Context: an optimization exercise on an open-source flow, tuned for small area, a short achievable clock period and few clock cycles. The choices shown serve that exercise and are no tape-out recipe.
Function was checked by simulation only, so behaviour that the tests miss may differ from the original.
Power figures rest on the tool's default switching activity, not on a simulated workload.

==> trial 90 <==
// mul_unit
module mul_unit
    (
        input logic clk,
        input logic rst,
        input logic [1:0] issue_fn3,
        input logic [31:0] rs1,
        input logic [31:0] rs2,
        input logic issue_new_request,
        input logic [3:0] issue_id,
        output logic issue_ready,
        input logic wb_ack,
        output logic wb_done,
        output logic [3:0] wb_id,
        output logic [31:0] wb_rd
    );
    logic rs1_is_signed, rs2_is_signed, is_mulhx;
    logic [32:0] a;
    logic [33:0] b;
    logic advance;
    logic valid_r;
    logic mulh_r;
    logic [3:0] id_r;
    logic [112:0] cut_d;
    logic [112:0] cut_q;
    logic [63:0] sum_x, sum_y, product;
    logic held_r;
    logic [31:0] held_rd;
  ...
clock: 10.0 ns
lec_check: 0
cap_margin: 20
core_margin: 2
core_utilization: 40
setup_slack_margin: 4
slew_margin: 20
standard.sh (not shown) runs the stock make flow with config.mk's settings and CLKGATE_MAP_FILE= SYNTH_SCRIPT=/design/flow/synth_recipe.tcl, a recipe that flattens the netlist after the stock synthesis.
==> flow/flow/run.sh <==
#!/bin/bash
# The standard ORFS layout (standard.sh) with two changes:
#  - SYNTH_ARGS=-noabc: Yosys's synth skips its quick "abc -fast" pass, so
#    the full adders written in the RTL reach extract_fa as written; the
#    registers are the same as the standard synthesis's;
#  - the port buffers that buffer_ports inserts are plain buffers
#    (buf_4) instead of the default delay cells.
cp standard.sh standard_sh_copy.log
export BUFFER_PORTS_ARGS="-buffer_cell sky130_fd_sc_hd__buf_4"
bash standard.sh SYNTH_ARGS=-noabc finish > standard.log 2>&1
status=$?
tail -50 standard.log
exit $status
==> build 62: changes against trial 90 <==
==> flow/flow/run.sh (replaced) <==
#!/bin/bash
# The standard ORFS layout (standard.sh) with two changes:
#  - SYNTH_ARGS=-noabc: Yosys's synth skips its quick "abc -fast" pass, so
#    the full adders written in the RTL reach extract_fa as written; the
#    registers are the same as the standard synthesis's;
#  - the port buffers that buffer_ports inserts are plain buffers
#    (buf_2) instead of the default delay cells.
cp standard.sh standard_sh_copy.log
export BUFFER_PORTS_ARGS="-buffer_cell sky130_fd_sc_hd__buf_2"
bash standard.sh SYNTH_ARGS=-noabc finish > standard.log 2>&1
status=$?
tail -50 standard.log
exit $status
- GPL_ROUTABILITY_DRIVEN: not set -> 0
- GPL_TIMING_DRIVEN: not set -> 0
==> trial 22: changes against trial 90 <==
==> flow/flow/run.sh (replaced) <==
#!/bin/bash
# The standard ORFS layout (standard.sh) with two changes:
#  - SYNTH_ARGS=-noabc: Yosys's synth skips its quick "abc -fast" pass, so
#    the full adders written in the RTL reach extract_fa as written; the
#    registers are the same as the standard synthesis's;
#  - the port buffers that buffer_ports inserts are plain buffers
#    (buf_2) instead of the default delay cells.
cp standard.sh standard_sh_copy.log
export BUFFER_PORTS_ARGS="-buffer_cell sky130_fd_sc_hd__buf_2"
bash standard.sh SYNTH_ARGS=-noabc finish > standard.log 2>&1
status=$?
tail -50 standard.log
exit $status
==> results.cfg <==
[timing]
fmax_mhz = 168
whs_ns = 0.454

[grt]
grt_pass1_wl_mm = 139

[routing]
dr_wl_met2_mm = 42.6

[finish]
multi_input_area_sq_um = 23100
final_area_sq_um = 29800

[pwr]
ir_worst_vdd_v = 0.000172
pwr-share-seq_pct = 12.3

[critical_path]
crit_chain = ha_4 > a21o_1 > a21o_1 > a221o_1 > a221oi_2 > o211a_4 > a21oi_4 > a211o_1 > o21a_1 > or3_1 > and3_4 > o31a_1 > buf_2
critPathTopFamily = compound AO/OA/AOI/OAI gates

[run_status]
outcome = complete, no violations
-- figures above: trial 22

==> results.cfg <==
[routing]
dr_wl_met2_mm = 44.0

[critical_path]
critPathTopFamily = adder cells
crit_chain = buf_2 > ha_1 > nor2b_1 > buf_2 > buf_2 > xnor2_1 > o22ai_1 > fa_1 > fa_1 > fa_1 > fa_1 > fa_1

[run_status]
outcome = complete, no violations

[pwr]
ir_worst_vdd_v = 0.000211
pwr-share-seq_pct = 11.8

[grt]
grt_pass1_wl_mm = 150

[timing]
fmax_mhz = 167
whs_ns = 0.452

[finish]
multi_input_area_sq_um = 23000
-- figures above: build 62

==> results.cfg <==
[finish]
final_area_sq_um = 30000

[run_status]
outcome = complete, no violations

[timing]
whs_ns = 0.458
fmax_mhz = 168

[critical_path]
critPathTopFamily = compound AO/OA/AOI/OAI gates
-- figures above: trial 90

Testbench counts of trial 90, summed over its fixed seeds: cycles 16,008.
Testbench counts of build 62, summed over its fixed seeds: cycles 16,008.
Testbench counts of trial 22, summed over its fixed seeds: cycles 16,008.

---

==> wip/lagoon <==
Another version of the RTL of mul_unit (not shown whole).
Settings: LEC_CHECK=0, CAP_MARGIN=20, CORE_MARGIN=2, CORE_UTILIZATION=40, SETUP_SLACK_MARGIN=4.5, SLEW_MARGIN=20; clock period 10.0 ns.
==> flow/flow/run.sh <==
#!/bin/bash
# Standard ORFS layout (the standard.sh), with the port buffers that
# buffer_ports inserts made plain buffers instead of the default delay cells.
cp standard.sh standard_sh_copy.log
export BUFFER_PORTS_ARGS="-buffer_cell sky130_fd_sc_hd__buf_4"
bash standard.sh > standard.log 2>&1
status=$?
tail -50 standard.log
exit $status
==> wip/xenon (differences from wip/lagoon) <==
--- a/flow/design.v
+++ b/flow/design.v
@@ -20,12 +20,14 @@
     logic valid_r;
     logic mulh_r;
     logic [3:0] id_r;
     logic [112:0] cut_d;
     logic [112:0] cut_q;
     logic [63:0] sum_x, sum_y, product;
+    logic held_r;
+    logic [31:0] held_rd;
     logic one1, two2, neg3, x4, x5, x6, x7, x8, x9, x10, x11, x12, x13, x14, x15, x16, x17, x18, x19, x20, x21, x22, x23, x24, x25, x26, x27, x28, x29, x30, x31, x32, x33, x34, x35, x36, pp37, pp38, pp39, pp40, pp41, pp42, pp43, pp44, pp45, pp46, pp47, pp48, pp49, pp50, pp51, pp52, pp53, pp54, pp55, pp56, pp57, pp58, pp59, pp60, pp61, pp62, pp63, pp64, pp65, pp66, pp67, pp68, pp69, pp70, one71, two72, neg73, x74, x75, x76, x77, x78, x79, x80, x81, x82, x83, x84, x85, x86, x87, x88, x89, x90, x91, x92, x93, x94, x95, x96, x97, x98, x99, x100, x101, x102, x103, x104, x105, x106, pp107, pp108, pp109, pp110, pp111, pp112, pp113, pp114, pp115, pp116, pp117, pp118, pp119, pp120, pp121, pp122, pp123, pp124, pp125, pp126, pp127, pp128, pp129, pp130, pp131, pp132, pp133, pp134, pp135, pp136, pp137, pp138, pp139, pp140, one141, two142, neg143, x144, x145, x146, x147, x148, x149, x150, x151, x152, x153, x154, x155, x156, x157, x158, x159, x160, x161, x162, x163, x164, x165, x166, x167, x168, x169, x170, x171, x172, x173, x174, x175, x176, pp177, pp178, pp179, pp180, pp181, pp182, pp183, pp184, pp185, pp186, pp187, pp188, pp189, pp190, pp191, pp192, pp193, pp194, pp195, pp196, pp197, pp198, pp199, pp200, pp201, pp202, pp203, pp204, pp205, pp206, pp207, pp208, pp209, pp210, one211, two212, neg213, x214, x215, x216, x217, x218, x219, x220, x221, x222, x223, x224, x225, x226, x227, x228, x229, x230, x231, x232, x233, x234, x235, x236, x237, x238, x239, x240, x241, x242, x243, x244, x245, x246, pp247, pp248, pp249, pp250, pp251, pp252, pp253, pp254, pp255, pp256, pp257, pp258, pp259, pp260, pp261, pp262, pp263, pp264, pp265, pp266, pp267, pp268, pp269, pp270, pp271, pp272, pp273, pp274, pp275, pp276, pp277, pp278, pp279, pp280, one281, two282, neg283, x284, x285, x286, x287, x288, x289, x290, x291, x292, x293, x294, x295, x296, x297, x298, x299, x300, x301, x302, x303, x304, x305, x306, x307, x308, x309, x310, x311, x312, x313, x314, x315, x316, pp317, pp318, pp319, pp320, pp321, pp322, pp323, pp324, pp325, pp326, pp327, pp328, pp329, pp330, pp331, pp332, pp333, pp334, pp335, pp336, pp337, pp338, pp339, pp340, pp341, pp342, pp343, pp344, pp345, pp346, pp347, pp348, pp349, pp350, one351, two352, neg353, x354, x355, x356, x357, x358, x359, x360, x361, x362, x363, x364, x365, x366, x367, x368, x369, x370, x371, x372, x373, x374, x375, x376, x377, x378, x379, x380, x381, x382, x383, x384, x385, x386, pp387, pp388, pp389, pp390, pp391, pp392, pp393, pp394, pp395, pp396, pp397, pp398, pp399, pp400, pp401, pp402, pp403, pp404, pp405, pp406, pp407, pp408, pp409, pp410, pp411, pp412, pp413, pp414, pp415, pp416, pp417, pp418, pp419, pp420, one421, two422, neg423, x424, x425, x426, x427, x428, x429, x430, x431, x432, x433, x434, x435, x436, x437, x438, x439, x440, x441, x442, x443, x444, x445, x446, x447, x448, x449, x450, x451, x452, x453, x454, x455, x456, pp457, pp458, pp459, pp460, pp461, pp462, pp463, pp464, pp465, pp466, pp467, pp468, pp469, pp470, pp471, pp472, pp473, pp474, pp475, pp476, pp477, pp478, pp479, pp480, pp481, pp482, pp483, pp484, pp485, pp486, pp487, pp488, pp489, pp490, one491, two492, neg493, x494, x495, x496, x497, x498, x499, x500, x501, x502, x503, x504, x505, x506, x507, x508, x509, x510, x511, x512, x513, x514, x515, x516, x517, x518, x519, x520, x521, x522, x523, x524, x525, x526, pp527, pp528, pp529, pp530, pp531, pp532, pp533, pp534, pp535, pp536, pp537, pp538, pp539, pp540, pp541, pp542, pp543, pp544, pp545, pp546, pp547, pp548, pp549, pp550, pp551, pp552, pp553, pp554, pp555, pp556, pp557, pp558, pp559, pp560, one561, two562, neg563, x564, x565, x566, x567, x568, x569, x570, x571, x572, x573, x574, x575, x576, x577, x578, x579, x580, x581, x582, x583, x584, x585, x586, x587, x588, x589, x590, x591, x592, x593, x594, x595, x596, pp597, pp598, pp599, pp600, pp601, pp602, pp603, pp604, pp605, pp606, pp607, pp608, pp609, pp610, pp611, pp612, pp613, pp614, pp615, pp616, pp617, pp618, pp619, pp620, pp621, pp622, pp623, pp624, pp625, pp626, pp627, pp628, pp629, pp630, one631, two632, neg633, x634, x635, x636, x637, x638, x639, x640, x641, x642, x643, x644, x645, x646, x647, x648, x649, x650, x651, x652, x653, x654, x655, x656, x657, x658, x659, x660, x661, x662, x663, x664, x665, x666, pp667, pp668, pp669, pp670, pp671, pp672, pp673, pp674, pp675, pp676, pp677, pp678, pp679, pp680, pp681, pp682, pp683, pp684, pp685, pp686, pp687, pp688, pp689, pp690, pp691, pp692, pp693, pp694, pp695, pp696, pp697, pp698, pp699, pp700, one701, two702, neg703, x704, x705, x706, x707, x708, x709, x710, x711, x712, x713, x714, x715, x716, x717, x718, x719, x720, x721, x722, x723, x724, x725, x726, x727, x728, x729, x730, x731, x732, x733, x734, x735, x736, pp737, pp738, pp739, pp740, pp741, pp742, pp743, pp744, pp745, pp746, pp747, pp748, pp749, pp750, pp751, pp752, pp753, pp754, pp755, pp756, pp757, pp758, pp759, pp760, pp761, pp762, pp763, pp764, pp765, pp766, pp767, pp768, pp769, pp770, one771, two772, neg773, x774, x775, x776, x777, x778, x779, x780, x781, x782, x783, x784, x785, x786, x787, x788, x789, x790, x791, x792, x793, x794, x795, x796, x797, x798, x799, x800, x801, x802, x803, x804, x805, x806, pp807, pp808, pp809, pp810, pp811, pp812, pp813, pp814, pp815, pp816, pp817, pp818, pp819, pp820, pp821, pp822, pp823, pp824, pp825, pp826, pp827, pp828, pp829, pp830, pp831, pp832, pp833, pp834, pp835, pp836, pp837, pp838, pp839, pp840, one841, two842, neg843, x844, x845, x846, x847, x848, x849, x850, x851, x852, x853, x854, x855, x856, x857, x858, x859, x860, x861, x862, x863, x864, x865, x866, x867, x868, x869, x870, x871, x872, x873, x874, x875, x876, pp877, pp878, pp879, pp880, pp881, pp882, pp883, pp884, pp885, pp886, pp887, pp888, pp889, pp890, pp891, pp892, pp893, pp894, pp895, pp896, pp897, pp898, pp899, pp900, pp901, pp902, pp903, pp904, pp905, pp906, pp907, pp908, pp909, pp910, one911, two912, neg913, x914, x915, x916, x917, x918, x919, x920, x921, x922, x923, x924, x925, x926, x927, x928, x929, x930, x931, x932, x933, x934, x935, x936, x937, x938, x939, x940, x941, x942, x943, x944, x945, x946, pp947, pp948, pp949, pp950, pp951, pp952, pp953, pp954, pp955, pp956, pp957, pp958, pp959, pp960, pp961, pp962, pp963, pp964, pp965, pp966, pp967, pp968, pp969, pp970, pp971, pp972, pp973, pp974, pp975, pp976, pp977, pp978, pp979, pp980, one981, two982, neg983, x984, x985, x986, x987, x988, x989, x990, x991, x992, x993, x994, x995, x996, x997, x998, x999, x1000, x1001, x1002, x1003, x1004, x1005, x1006, x1007, x1008, x1009, x1010, x1011, x1012, x1013, x1014, x1015, x1016, pp1017, pp1018, pp1019, pp1020, pp1021, pp1022, pp1023, pp1024, pp1025, pp1026, pp1027, pp1028, pp1029, pp1030, pp1031, pp1032, pp1033, pp1034, pp1035, pp1036, pp1037, pp1038, pp1039, pp1040, pp1041, pp1042, pp1043, pp1044, pp1045, pp1046, pp1047, pp1048, pp1049, pp1050, one1051, two1052, neg1053, x1054, x1055, x1056, x1057, x1058, x1059, x1060, x1061, x1062, x1063, x1064, x1065, x1066, x1067, x1068, x1069, x1070, x1071, x1072, x1073, x1074, x1075, x1076, x1077, x1078, x1079, x1080, x1081, x1082, x1083, x1084, x1085, x1086, pp1087, pp1088, pp1089, pp1090, pp1091, pp1092, pp1093, pp1094, pp1095, pp1096, pp1097, pp1098, pp1099, pp1100, pp1101, pp1102, pp1103, pp1104, pp1105, pp1106, pp1107, pp1108, pp1109, pp1110, pp1111, pp1112, pp1113, pp1114, pp1115, pp1116, pp1117, pp1118, pp1119, pp1120, one1121, two1122, neg1123, x1124, x1125, x1126, x1127, x1128, x1129, x1130, x1131, x1132, x1133, x1134, x1135, x1136, x1137, x1138, x1139, x1140, x1141, x1142, x1143, x1144, x1145, x1146, x1147, x1148, x1149, x1150, x1151, x1152, x1153, x1154, x1155, x1156, pp1157, pp1158, pp1159, pp1160, pp1161, pp1162, pp1163, pp1164, pp1165, pp1166, pp1167, pp1168, pp1169, pp1170, pp1171, pp1172, pp1173, pp1174, pp1175, pp1176, pp1177, pp1178, pp1179, pp1180, pp1181, pp1182, pp1183, pp1184, pp1185, pp1186, pp1187, pp1188, s1189, c1190, s1191, c1192, s1193, c1194, s1195, c1196, s1197, c1198, s1199, c1200, s1201, c1202, s1203, c1204, s1205, c1206, s1207, c1208, s1209, c1210, s1211, c1212, s1213, c1214, s1215, c1216, s1217, c1218, s1219, c1220, s1221, c1222, s1223, c1224, s1225, c1226, s1227, c1228, s1229, c1230, s1231, c1232, s1233, c1234, s1235, c1236, s1237, c1238, s1239, c1240, s1241, c1242, s1243, c1244, s1245, c1246, s1247, c1248, s1249, c1250, s1251, c1252, s1253, c1254, s1255, c1256, s1257, c1258, s1259, c1260, s1261, c1262, s1263, c1264, s1265, c1266, s1267, c1268, s1269, c1270, s1271, c1272, s1273, c1274, s1275, c1276, s1277, c1278, s1279, c1280, s1281, c1282, s1283, c1284, s1285, c1286, s1287, c1288, s1289, c1290, s1291, c1292, s1293, c1294, s1295, c1296, s1297, c1298, s1299, c1300, s1301, c1302, s1303, c1304, s1305, c1306, s1307, c1308, s1309, c1310, s1311, c1312, s1313, c1314, s1315, c1316, s1317, c1318, s1319, c1320, s1321, c1322, s1323, c1324, s1325, c1326, s1327, c1328, s1329, c1330, s1331, c1332, s1333, c1334, s1335, c1336, s1337, c1338, s1339, c1340, s1341, c1342, s1343, c1344, s1345, c1346, s1347, c1348, s1349, c1350, s1351, c1352, s1353, c1354, s1355, c1356, s1357, c1358, s1359, c1360, s1361, c1362, s1363, c1364, s1365, c1366, s1367, c1368, s1369, c1370, s1371, c1372, s1373, c1374, s1375, c1376, s1377, c1378, s1379, c1380, s1381, c1382, s1383, c1384, s1385, c1386, s1387, c1388, s1389, c1390, s1391, c1392, s1393, c1394, s1395, c1396, s1397, c1398, s1399, c1400, s1401, c1402, s1403, c1404, s1405, c1406, s1407, c1408, s1409, c1410, s1411, c1412, s1413, c1414, s1415, c1416, s1417, c1418, s1419, c1420, s1421, c1422, s1423, c1424, s1425, c1426, s1427, c1428, s1429, c1430, s1431, c1432, s1433, c1434, s1435, c1436, s1437, c1438, s1439, c1440, s1441, c1442, s1443, c1444, s1445, c1446, s1447, c1448, s1449, c1450, s1451, c1452, s1453, c1454, s1455, c1456, s1457, c1458, s1459, c1460, s1461, c1462, s1463, c1464, s1465, c1466, s1467, c1468, s1469, c1470, s1471, c1472, s1473, c1474, s1475, c1476, s1477, c1478, s1479, c1480, s1481, c1482, s1483, c1484, s1485, c1486, s1487, c1488, s1489, c1490, s1491, c1492, s1493, c1494, s1495, c1496, s1497, c1498, s1499, c1500, s1501, c1502, s1503, c1504, s1505, c1506, s1507, c1508, s1509, c1510, s1511, c1512, s1513, c1514, s1515, c1516, s1517, c1518, s1519, c1520, s1521, c1522, s1523, c1524, s1525, c1526, s1527, c1528, s1529, c1530, s1531, c1532, s1533, c1534, s1535, c1536, s1537, c1538, s1539, c1540, s1541, c1542, s1543, c1544, s1545, c1546, s1547, c1548, s1549, c1550, s1551, c1552, s1553, c1554, s1555, c1556, s1557, c1558, s1559, c1560, s1561, c1562, s1563, c1564, s1565, c1566, s1567, c1568, s1569, c1570, s1571, c1572, s1573, c1574, s1575, c1576, s1577, c1578, s1579, c1580, s1581, c1582, s1583, c1584, s1585, c1586, s1587, c1588, s1589, c1590, s1591, c1592, s1593, c1594, s1595, c1596, s1597, c1598, s1599, c1600, s1601, c1602, s1603, c1604, s1605, c1606, s1607, c1608, s1609, c1610, s1611, c1612, s1613, c1614, s1615, c1616, s1617, c1618, s1619, c1620, s1621, c1622, s1623, c1624, s1625, c1626, s1627, c1628, s1629, c1630, s1631, c1632, s1633, c1634, s1635, c1636, s1637, c1638, s1639, c1640, s1641, c1642, s1643, c1644, s1645, c1646, s1647, c1648, s1649, c1650, s1651, c1652, s1653, c1654, s1655, c1656, s1657, c1658, s1659, c1660, s1661, c1662, s1663, c1664, s1665, c1666, s1667, c1668, s1669, c1670, s1671, c1672, s1673, c1674, s1675, c1676, s1677, c1678, s1679, c1680, s1681, c1682, s1683, c1684, s1685, c1686, s1687, c1688, s1689, c1690, s1691, c1692, s1693, c1694, s1695, c1696, s1697, c1698, s1699, c1700, s1701, c1702, s1703, c1704, s1705, c1706, s1707, c1708, s1709, c1710, s1711, c1712, s1713, c1714, s1715, c1716, s1717, c1718, s1719, c1720, s1721, c1722, s1723, c1724, s1725, c1726, s1727, c1728, s1729, c1730, s1731, c1732, s1733, c1734, s1735, c1736, s1737, c1738, s1739, c1740, s1741, c1742, s1743, c1744, s1745, c1746, s1747, c1748, s1749, c1750, s1751, c1752, s1753, c1754, s1755, c1756, s1757, c1758, s1759, c1760, s1761, c1762, s1763, c1764, s1765, c1766, s1767, c1768, s1769, c1770, s1771, c1772, s1773, c1774, s1775, c1776, s1777, c1778, s1779, c1780, s1781, c1782, s1783, c1784, s1785, c1786, s1787, c1788, s1789, c1790, s1791, c1792, s1793, c1794, s1795, c1796, s1797, c1798, s1799, c1800, s1801, c1802, s1803, c1804, s1805, c1806, s1807, c1808, s1809, c1810, s1811, c1812, s1813, c1814, s1815, c1816, s1817, c1818, s1819, c1820, s1821, c1822, s1823, c1824, s1825, c1826, s1827, c1828, s1829, c1830, s1831, c1832, s1833, c1834, s1835, c1836, s1837, c1838, s1839, c1840, s1841, c1842, s1843, c1844, s1845, c1846, s1847, c1848, s1849, c1850, s1851, c1852, s1853, c1854, s1855, c1856, s1857, c1858, s1859, c1860, s1861, c1862, s1863, c1864, s1865, c1866, s1867, c1868, s1869, c1870, s1871, c1872, s1873, c1874, s1875, c1876, s1877, c1878, s1879, c1880, s1881, c1882, s1883, c1884, s1885, c1886, s1887, c1888, s1889, c1890, s1891, c1892, s1893, c1894, s1895, c1896, s1897, c1898, s1899, c1900, s1901, c1902, s1903, c1904, s1905, c1906, s1907, c1908, s1909, c1910, s1911, c1912, s1913, c1914, s1915, c1916, s1917, c1918, s1919, c1920, s1921, c1922, s1923, c1924, s1925, c1926, s1927, c1928, s1929, c1930, s1931, c1932, s1933, c1934, s1935, c1936, s1937, c1938, s1939, c1940, s1941, c1942, s1943, c1944, s1945, c1946, s1947, c1948, s1949, c1950, s1951, c1952, s1953, c1954, s1955, c1956, s1957, c1958, s1959, c1960, s1961, c1962, s1963, c1964, s1965, c1966, s1967, c1968, s1969, c1970, s1971, c1972, s1973, c1974, s1975, c1976, s1977, c1978, s1979, c1980, s1981, c1982, s1983, c1984, s1985, c1986, s1987, c1988, s1989, c1990, s1991, c1992, s1993, c1994, s1995, c1996, s1997, c1998, s1999, c2000, s2001, c2002, s2003, c2004, s2005, c2006, s2007, c2008, s2009, c2010, s2011, c2012, s2013, c2014, s2015, c2016, s2017, c2018, s2019, c2020, s2021, c2022, s2023, c2024, s2025, c2026, s2027, c2028, s2029, c2030, s2031, c2032, s2033, c2034, s2035, c2036, s2037, c2038, s2039, c2040, s2041, c2042, s2043, c2044, s2045, c2046, s2047, c2048, s2049, c2050, s2051, c2052, s2053, c2054, s2055, c2056, s2057, c2058, s2059, c2060, s2061, c2062, s2063, c2064, s2065, c2066, s2067, c2068, s2069, c2070, s2071, c2072, s2073, c2074, s2075, c2076, s2077, c2078, s2079, c2080, s2081, c2082, s2083, c2084, s2085, c2086, s2087, c2088, s2089, c2090, s2091, c2092, s2093, c2094, s2095, c2096, s2097, c2098, s2099, c2100, s2101, c2102, s2103, c2104, s2105, c2106, s2107, c2108, s2109, c2110, s2111, c2112, s2113, c2114, s2115, c2116, s2117, c2118, s2119, c2120, s2121, c2122, s2123, c2124, s2125, c2126, s2127, c2128, s2129, c2130, s2131, c2132, s2133, c2134, s2135, c2136, s2137, c2138, s2139, c2140, s2141, c2142, s2143, c2144, s2145, c2146, s2147, c2148, s2149, c2150, s2151, c2152, s2153, c2154, s2155, c2156, s2157, c2158, s2159, c2160, s2161, c2162, s2163, c2164, s2165, c2166, s2167, c2168, s2169, c2170, s2171, c2172, s2173, c2174, s2175, c2176, s2177, c2178, s2179, c2180, s2181, c2182, s2183, c2184, s2185, c2186, s2187, c2188, s2189, c2190, s2191, c2192, s2193, c2194, s2195, c2196, s2197, c2198, s2199, c2200, s2201, c2202, s2203, c2204, s2205, c2206, s2207, c2208, s2209, c2210, s2211, c2212, s2213, c2214, s2215, c2216, s2217, c2218, s2219, c2220, s2221, c2222, s2223, c2224, s2225, c2226, s2227, c2228, s2229, c2230, s2231, c2232, s2233, c2234, s2235, c2236, s2237, c2238, s2239, c2240, s2241, c2242;
     logic [16:0] low_sum;
     assign rs1_is_signed = (issue_fn3 == 2'b01) | (issue_fn3 == 2'b10);
     assign rs2_is_signed = (issue_fn3 == 2'b01);
     assign is_mulhx = (issue_fn3 != 2'b00);
     assign a = {rs1_is_signed & rs1[31], rs1};
@@ -1795,24 +1797,31 @@
     assign cut_d = {c2240, s2241, c2238, s2239, c2236, s2237, s2235, c2234, c2232, s2233, c2230, s2231, c2228, s2229, s2227, c2226, s2225, c2224, c2222, s2223, c2220, s2221, c2218, s2219, s2217, c2216, s2215, c2214, s2213, c2212, s2211, c2210, s2209, c2208, c2206, s2207, c2204, s2205, s2203, c2202, s2201, c2200, s2199, c2198, s2197, c2196, s2195, c2194, s2193, c2192, s2191, c2190, s2189, c2188, s2187, c2186, s2185, c2184, s2183, c2182, s2181, c2180, s2179, c2178, s2177, c2176, s2175, c2174, s2173, c2172, s2171, c2170, s2169, c2168, s2167, c2166, s2165, c2164, s2163, c2162, s2161, c2160, s2159, c2158, s2157, c2156, s2155, c2154, s2153, c2152, s2151, c2150, s2149, c2148, s2147, c2146, low_sum[16], low_sum[15], low_sum[14], low_sum[13], low_sum[12], low_sum[11], low_sum[10], low_sum[9], low_sum[8], low_sum[7], low_sum[6], low_sum[5], low_sum[4], low_sum[3], low_sum[2], low_sum[1], low_sum[0]};
     assign sum_x = {cut_q[111], cut_q[109], cut_q[107], cut_q[105], cut_q[103], cut_q[101], cut_q[99], cut_q[97], cut_q[95], cut_q[93], cut_q[91], cut_q[89], cut_q[87], cut_q[85], cut_q[83], cut_q[81], cut_q[79], cut_q[77], cut_q[75], cut_q[73], cut_q[71], cut_q[69], cut_q[67], cut_q[65], cut_q[63], cut_q[61], cut_q[59], cut_q[57], cut_q[55], cut_q[53], cut_q[51], cut_q[49], cut_q[47], cut_q[45], cut_q[43], cut_q[41], cut_q[39], cut_q[37], cut_q[35], cut_q[33], cut_q[31], cut_q[29], cut_q[27], cut_q[25], cut_q[23], cut_q[21], cut_q[19], cut_q[17], cut_q[15], cut_q[14], cut_q[13], cut_q[12], cut_q[11], cut_q[10], cut_q[9], cut_q[8], cut_q[7], cut_q[6], cut_q[5], cut_q[4], cut_q[3], cut_q[2], cut_q[1], cut_q[0]};
     assign sum_y = {cut_q[112], cut_q[110], cut_q[108], cut_q[106], cut_q[104], cut_q[102], cut_q[100], cut_q[98], cut_q[96], cut_q[94], cut_q[92], cut_q[90], cut_q[88], cut_q[86], cut_q[84], cut_q[82], cut_q[80], cut_q[78], cut_q[76], cut_q[74], cut_q[72], cut_q[70], cut_q[68], cut_q[66], cut_q[64], cut_q[62], cut_q[60], cut_q[58], cut_q[56], cut_q[54], cut_q[52], cut_q[50], cut_q[48], cut_q[46], cut_q[44], cut_q[42], cut_q[40], cut_q[38], cut_q[36], cut_q[34], cut_q[32], cut_q[30], cut_q[28], cut_q[26], cut_q[24], cut_q[22], cut_q[20], cut_q[18], 1'b0, 1'b0, 1'b0, 1'b0, 1'b0, 1'b0, 1'b0, 1'b0, 1'b0, 1'b0, 1'b0, 1'b0, 1'b0, 1'b0, 1'b0, 1'b0};
     assign advance = ~valid_r | wb_ack;
     assign issue_ready = advance;
     always_ff @ (posedge clk) begin
+        cut_q <= cut_d;
         if (advance) begin
-            cut_q <= cut_d;
             mulh_r <= is_mulhx;
             id_r <= issue_id;
         end
     end
     always_ff @ (posedge clk) begin
-        if (rst)
+        if (rst) begin
             valid_r <= 0;
-        else if (advance)
-            valid_r <= issue_new_request;
+            held_r <= 0;
+        end
+        else begin
+            if (advance)
+                valid_r <= issue_new_request;
+            held_r <= valid_r & ~wb_ack;
+        end
     end
+    always_ff @ (posedge clk)
+        held_rd <= wb_rd;
     logic [63:0] ag, ap;
     assign ag = (sum_x & sum_y) | {48'b0, cut_q[16], 15'b0};
     assign ap = sum_x ^ sum_y;
     logic kg1, kp1;
     assign kg1 = ag[1] | (ap[1] & ag[0]);
     assign kp1 = ap[1] & ap[0];
@@ -2450,10 +2459,10 @@
     assign product[58] = ap[58] ^ kg186;
     assign product[59] = ap[59] ^ kg187;
     assign product[60] = ap[60] ^ kg188;
     assign product[61] = ap[61] ^ kg189;
     assign product[62] = ap[62] ^ kg190;
     assign product[63] = ap[63] ^ kg191;
-    assign wb_rd = mulh_r ? product[63:32] : product[31:0];
+    assign wb_rd = held_r ? held_rd : mulh_r ? product[63:32] : product[31:0];
     assign wb_done = valid_r;
     assign wb_id = id_r;
 endmodule
==> flow/flow/run.sh (replaced) <==
#!/bin/bash
# The standard ORFS layout (standard.sh) with two changes:
#  - SYNTH_ARGS=-noabc: Yosys's synth skips its quick "abc -fast" pass, so
#    the full adders written in the RTL reach extract_fa as written; the
#    registers are the same as the standard synthesis's;
#  - the port buffers that buffer_ports inserts are plain buffers
#    (buf_2) instead of the default delay cells.
cp standard.sh standard_sh_copy.log
export BUFFER_PORTS_ARGS="-buffer_cell sky130_fd_sc_hd__buf_2"
bash standard.sh SYNTH_ARGS=-noabc finish > standard.log 2>&1
status=$?
tail -50 standard.log
exit $status
Settings changed: CORE_UTILIZATION 40 to 55, PLACE_DENSITY from default to 0.9, SETUP_SLACK_MARGIN 4.5 to 4.1.
==> summary of the runs <==
In wip/lagoon the die area is higher than in wip/xenon, by 44%.
Of wip/lagoon and wip/xenon, wip/lagoon has the higher non-clock buffer count (gap 189).
In wip/xenon the total power is lower than in wip/lagoon, by about 26%.
Critical path depth is the same in wip/lagoon and wip/xenon.
Testbench counts of wip/lagoon, summed over its fixed seeds: cycles 16,008.
Testbench counts of wip/xenon, summed over its fixed seeds: cycles 16,008.

afterwards: timing with drivers on the ports:
No port has a modelled driver above. Below, the same layouts with a new extraction and two added sets of constraints.
Step 1 assumes that a clkbuf_16 drives the clock port and a buf_2 every other input.
Step 2 moves the port delays by t, midway between the first and last clock arrival at a register: inputs arrive t later, outputs are due t later. That takes back most of the time a late clock gives input paths.
Three values: ideal ports, drivers, drivers and shift; two values: the first two.
| run | shift t [ns] | slack for setup (ns) | hold WS [ns] | clock arrival spread, ns | worst data-port slew with drivers (ns) |
|---|---|---|---|---|---|
| trial 90 | 0.538 | 4.038 / 3.979 / 3.586 | 0.458 / 0.458 / 0.458 | 0.012 / 0.012 | 0.08 |
| build 62 | 0.550 | 4.004 / 3.998 / 3.499 | 0.452 / 0.452 / 0.452 | 0.013 / 0.014 | 0.09 |
| trial 22 | 0.556 | 4.039 / 3.977 / 3.555 | 0.454 / 0.454 / 0.454 | 0.019 / 0.018 | 0.07 |
| wip/lagoon | 0.488 | 4.108 / 4.118 / 3.630 | 0.972 / 0.972 / 0.972 | 0.018 / 0.019 | 0.18 |
| wip/xenon | 0.523 | 4.110 / 4.055 / 3.589 | 0.452 / 0.452 / 0.452 | 0.016 / 0.016 | 0.07 |
After both steps setup and hold are still met in every run listed. The setup slack of wip/xenon, which loses most, moves by -0.055 ns with the drivers and by -0.521 ns with both steps.
